Context: an optimization exercise on an open-source flow, tuned for small area and a short achievable clock period. The choices shown serve that exercise and are no tape-out recipe.
Only simulation tests tie the RTL to the original design; equivalence was not proved.

// iir
module iir(
    input clk,
    input rst_n,
    input [31:0] x,
    output reg [31:0] y
    );
For scale: roughly 95 flip-flops, about 66 I/O pins, ~7800 µm² of cells after synthesis.
Settings: LEC_CHECK=0, CAP_MARGIN=20, CORE_MARGIN=2, CORE_UTILIZATION=40, SETUP_SLACK_MARGIN=4, SLEW_MARGIN=20; clock period 7.5 ns.
run.sh (not shown) runs the stock make flow with config.mk's settings and CLKGATE_MAP_FILE= SYNTH_SCRIPT=/design/flow/synth_recipe.tcl, a recipe that flattens the netlist after the stock synthesis.
Change:
==> flow/flow/run.sh (new file) <==
#!/bin/bash
# Standard ORFS layout (the standard.sh, standard synthesis unchanged); the
# only change is the cell used for the input/output port buffers.
set -euo pipefail
export BUFFER_PORTS_ARGS="-buffer_cell sky130_fd_sc_hd__buf_2"
bash standard.sh finish > standard_flow.log 2>&1
==> flow/standard.sh (new file) <==
#!/bin/bash
# synth_recipe.tcl (not shown) runs the flow's synth.tcl, then flattens the netlist and writes it again
# the make line also repeats each setting of config.mk as NAME=value (left out here)
make -C /OpenROAD-flow-scripts/flow DESIGN_CONFIG=/design/flow/config.mk WORK_HOME=/design/flow/orfs CLKGATE_MAP_FILE= SYNTH_SCRIPT=/design/flow/synth_recipe.tcl "${@:-finish}"
- CORE_UTILIZATION: 40 -> 60
- SETUP_SLACK_MARGIN: 4 -> 3
removed: flow/run.sh
Global-route usage increases by 5.7 points. Via count decreases by a few percent. Cell area decreases by roughly a tenth. Area after synthesis does not change. Die area decreases by a quarter to a third. Register-to-register slack degrades by 0.11 ns. Synthesized cell count is unchanged. Setup slack degrades by 0.048 ns.

---

== run A ==
iir again, from the RTL that the note above started with.
Settings: LEC_CHECK=0, CAP_MARGIN=20, CORE_MARGIN=2, CORE_UTILIZATION=40, SETUP_SLACK_MARGIN=3, SLEW_MARGIN=20; clock period 7.5 ns.
standard.sh (not shown) runs the stock make flow with config.mk's settings and CLKGATE_MAP_FILE= SYNTH_SCRIPT=/design/flow/synth_recipe.tcl, a recipe that flattens the netlist after the stock synthesis.
==> flow/flow/run.sh <==
#!/bin/bash
# Standard ORFS layout (the standard.sh, standard synthesis unchanged); the
# only change is the cell used for the input/output port buffers.
set -euo pipefail
export BUFFER_PORTS_ARGS="-buffer_cell sky130_fd_sc_hd__buf_2"
bash standard.sh finish > standard_flow.log 2>&1
Changes in run B relative to run A:
- SETUP_SLACK_MARGIN now 2, was 3
==> flow/run.sh (new file) <==
#!/bin/bash
# synth_recipe.tcl (not shown) runs the flow's synth.tcl, then flattens the netlist and writes it again
# the make line also repeats each setting of config.mk as NAME=value (left out here)
make -C /OpenROAD-flow-scripts/flow DESIGN_CONFIG=/design/flow/config.mk WORK_HOME=/design/flow/orfs CLKGATE_MAP_FILE= SYNTH_SCRIPT=/design/flow/synth_recipe.tcl finish
removed: flow/flow/run.sh
removed: flow/standard.sh
Findings:
Compared with run A, run B shows a lower buffer count from post-CTS setup fixing.
Compare run B and run A | fraction of area in multi-input gates higher: run A
Having completed the whole flow, run B delivered a layout that passed the timing, DRC and antenna checks.
Status: number of vias after detailed routing parity (run A, run B)
Relative to run B, the following input files were edited for run C:
- SETUP_SLACK_MARGIN changed from 2 to 3
- CORE_UTILIZATION changed from 40 to 75
==> flow/flow/run.sh (new file) <==
#!/bin/bash
# Standard ORFS layout (the standard.sh, standard synthesis unchanged); the
# only change is the cell used for the input/output port buffers.
set -euo pipefail
export BUFFER_PORTS_ARGS="-buffer_cell sky130_fd_sc_hd__buf_2"
bash standard.sh finish > standard_flow.log 2>&1
==> flow/standard.sh (new file) <==
#!/bin/bash
# synth_recipe.tcl (not shown) runs the flow's synth.tcl, then flattens the netlist and writes it again
# the make line also repeats each setting of config.mk as NAME=value (left out here)
make -C /OpenROAD-flow-scripts/flow DESIGN_CONFIG=/design/flow/config.mk WORK_HOME=/design/flow/orfs CLKGATE_MAP_FILE= SYNTH_SCRIPT=/design/flow/synth_recipe.tcl "${@:-finish}"
removed: flow/run.sh
Taking run B over run C, the non-clock buffer count ratio works out to 0.846.
Run C against run B: die area decreased 46%, post-route standard cell area excluding fillers moved down.
On core box area, the higher figure sits with run B, not run C.
Run comparison: run C launch point of the worst path x[11]; run B launch point of the worst path x[5]

---

## oak
Another version of the RTL of iir (not shown whole).
For scale: roughly 1000 cells after synthesis, about 66 I/O pins.
export LEC_CHECK = 0
export CAP_MARGIN = 20
export CORE_MARGIN = 2
export CORE_UTILIZATION = 70
export CTS_BUF_LIST = sky130_fd_sc_hd__clkbuf_4 sky130_fd_sc_hd__clkbuf_8
export SETUP_SLACK_MARGIN = 4
export SLEW_MARGIN = 20
export TNS_END_PERCENT = 0
create_clock -name core_clock -period 7.5 [get_ports {clk}]
==> flow/flow/run.sh <==
#!/bin/bash
# Layout flow: the standard ORFS flow (standard.sh), with two changes:
#  1. the combinational logic of the standard synthesis is replaced by the
#     gate-level netlist that gen2.py writes from the same description as
#     rtl/iir.v (same registers, same names and cell types; checked by
#     swap_netlist.py, and the standard netlist is kept if they differ);
#  2. the port buffers are buf_1 cells instead of the default.
set -euo pipefail
export BUFFER_PORTS_ARGS="-buffer_cell sky130_fd_sc_hd__buf_1"
R=orfs/results/sky130hd/iir/base
bash standard.sh synth > standard_synth.log 2>&1
python3 flow/gen2.py --ytree fast42 --fap cell --net custom_netlist.v > gen2.log 2>&1
if python3 flow/swap_netlist.py $R/1_2_yosys.v custom_netlist.v > swap_netlist.log 2>&1; then
  cp $R/1_2_yosys.v standard_1_2_yosys.v
  cp custom_netlist.v $R/1_2_yosys.v
  touch $R/1_2_yosys.v
  rm -f $R/1_synth.odb $R/1_synth.sdc
fi
bash standard.sh finish > standard_finish.log 2>&1
Other scripts of this flow, unchanged in this note and not shown: flow/flow/gen2.py, flow/flow/swap_netlist.py
Edits applied to the flow inputs when going from oak to pine:
- SETUP_SLACK_MARGIN changed from 4 to 4.1
- TNS_END_PERCENT removed (was 0)
[summary]
pine ran to completion and came out clean on the timing, DRC and antenna checks. Per the comparison of pine with oak, aggregate routed wire length went down by 3.9%, number of buffers outside the clock class in the layout moved down, relative area change from synthesis to final layout increased by 1.7 points relative to the old numbers.
Here is what was changed in the inputs of birch compared with pine.
- SETUP_SLACK_MARGIN now 4, was 4.1
--- a/flow/flow/run.sh
+++ b/flow/flow/run.sh
@@ -9,2 +9,3 @@
 export BUFFER_PORTS_ARGS="-buffer_cell sky130_fd_sc_hd__buf_1"
+export RECOVER_POWER=100
 R=orfs/results/sky130hd/iir/base
==> run notes <==
pine: all stages complete, timing, DRC and antenna checks passed. The layout from birch, despite a flow that completed every stage, fails the layout checks, with the failing checks listed as max-capacitance violations, max-slew violations. Clock-buffer cell count (lower): birch. Between birch and pine, it is birch whose utilization is lower, by 2.4 points. The run showing the smaller combined global-route utilization of all metal layers is pine. Re die area: no difference whatsoever between birch and pine. The final area of birch falls short of that of pine by 3.0%. pine → birch: final HPWL from detailed placement went up.
diff inputs: birch => maple
- TNS_END_PERCENT: unset -> 20
--- a/flow/flow/run.sh
+++ b/flow/flow/run.sh
@@ -9,3 +9,2 @@
 export BUFFER_PORTS_ARGS="-buffer_cell sky130_fd_sc_hd__buf_1"
-export RECOVER_POWER=100
 R=orfs/results/sky130hd/iir/base
--- outcome ---
Having completed the whole flow, maple delivered a layout that passed the timing, DRC and antenna checks. Diff birch and maple: overall routing resource usage higher in birch. Compared with birch, in maple post-placement worst setup slack now smaller, count of clock-buffer cells in the layout now larger, sequential share of cell area now smaller. On sum of net half-perimeters after detailed placement, birch and maple are basically level. Re met3 layer usage reported by global route: maple is 0.16 points down on birch. Looking at master of the slowest instance on the critical path, the sky130_fd_sc_hd__clkbuf_1 result is from birch; the sky130_fd_sc_hd__xnor2_1 one comes from maple.
--- input diff maple..cedar ---
- a deleted TNS_END_PERCENT that had been 20
- an added GPL_TIMING_DRIVEN of 0
--- outcome ---
- Relative to maple, wire length on met1 decreased by 540 microns in cedar.
- cedar: final critical-path required period is 0.021 ns lower than what maple reported.
- Run comparison: cedar cell with the largest stage delay on the worst path sky130_fd_sc_hd__xor2_1; maple cell with the largest stage delay on the worst path sky130_fd_sc_hd__xnor2_1

-- re-timing with driven ports --
No port has a modelled driver above. Below, the same layouts with a new extraction and two added sets of constraints. Step 1 assumes that a clkbuf_16 drives the clock port and a buf_2 every other input. Step 2, shift: input delay + t, output delay - t, t = (earliest + latest rising clock arrival at the registers) / 2. This alone moves slack from input paths to output paths. Slacks: no drivers / after step 1 / after step 2; pairs: no drivers / after step 1.
run	shift t [ns]	setup slack, ns	pins driven straight from the clock port
the first run of note 1	0.394	3.161 / 3.138 / 2.744	1
the second run of note 1	0.388	3.112 / 3.125 / 2.737	1
run A	0.389	2.999 / 2.984 / 2.596	1
run B	0.393	2.359 / 2.372 / 1.979	1
run C	0.423	3.026 / 3.041 / 2.618	1
oak	0.416	4.096 / 4.109 / 3.692	1
pine	0.417	4.169 / 4.185 / 3.767	1
birch	0.413	3.314 / 3.329 / 2.916	1
maple	0.417	4.104 / 4.116 / 3.699	1
cedar	0.413	4.125 / 4.127 / 3.714	1
For the first run of note 1, which loses most, drivers alone change the setup slack by -0.023 ns; drivers and shift together by -0.417 ns.
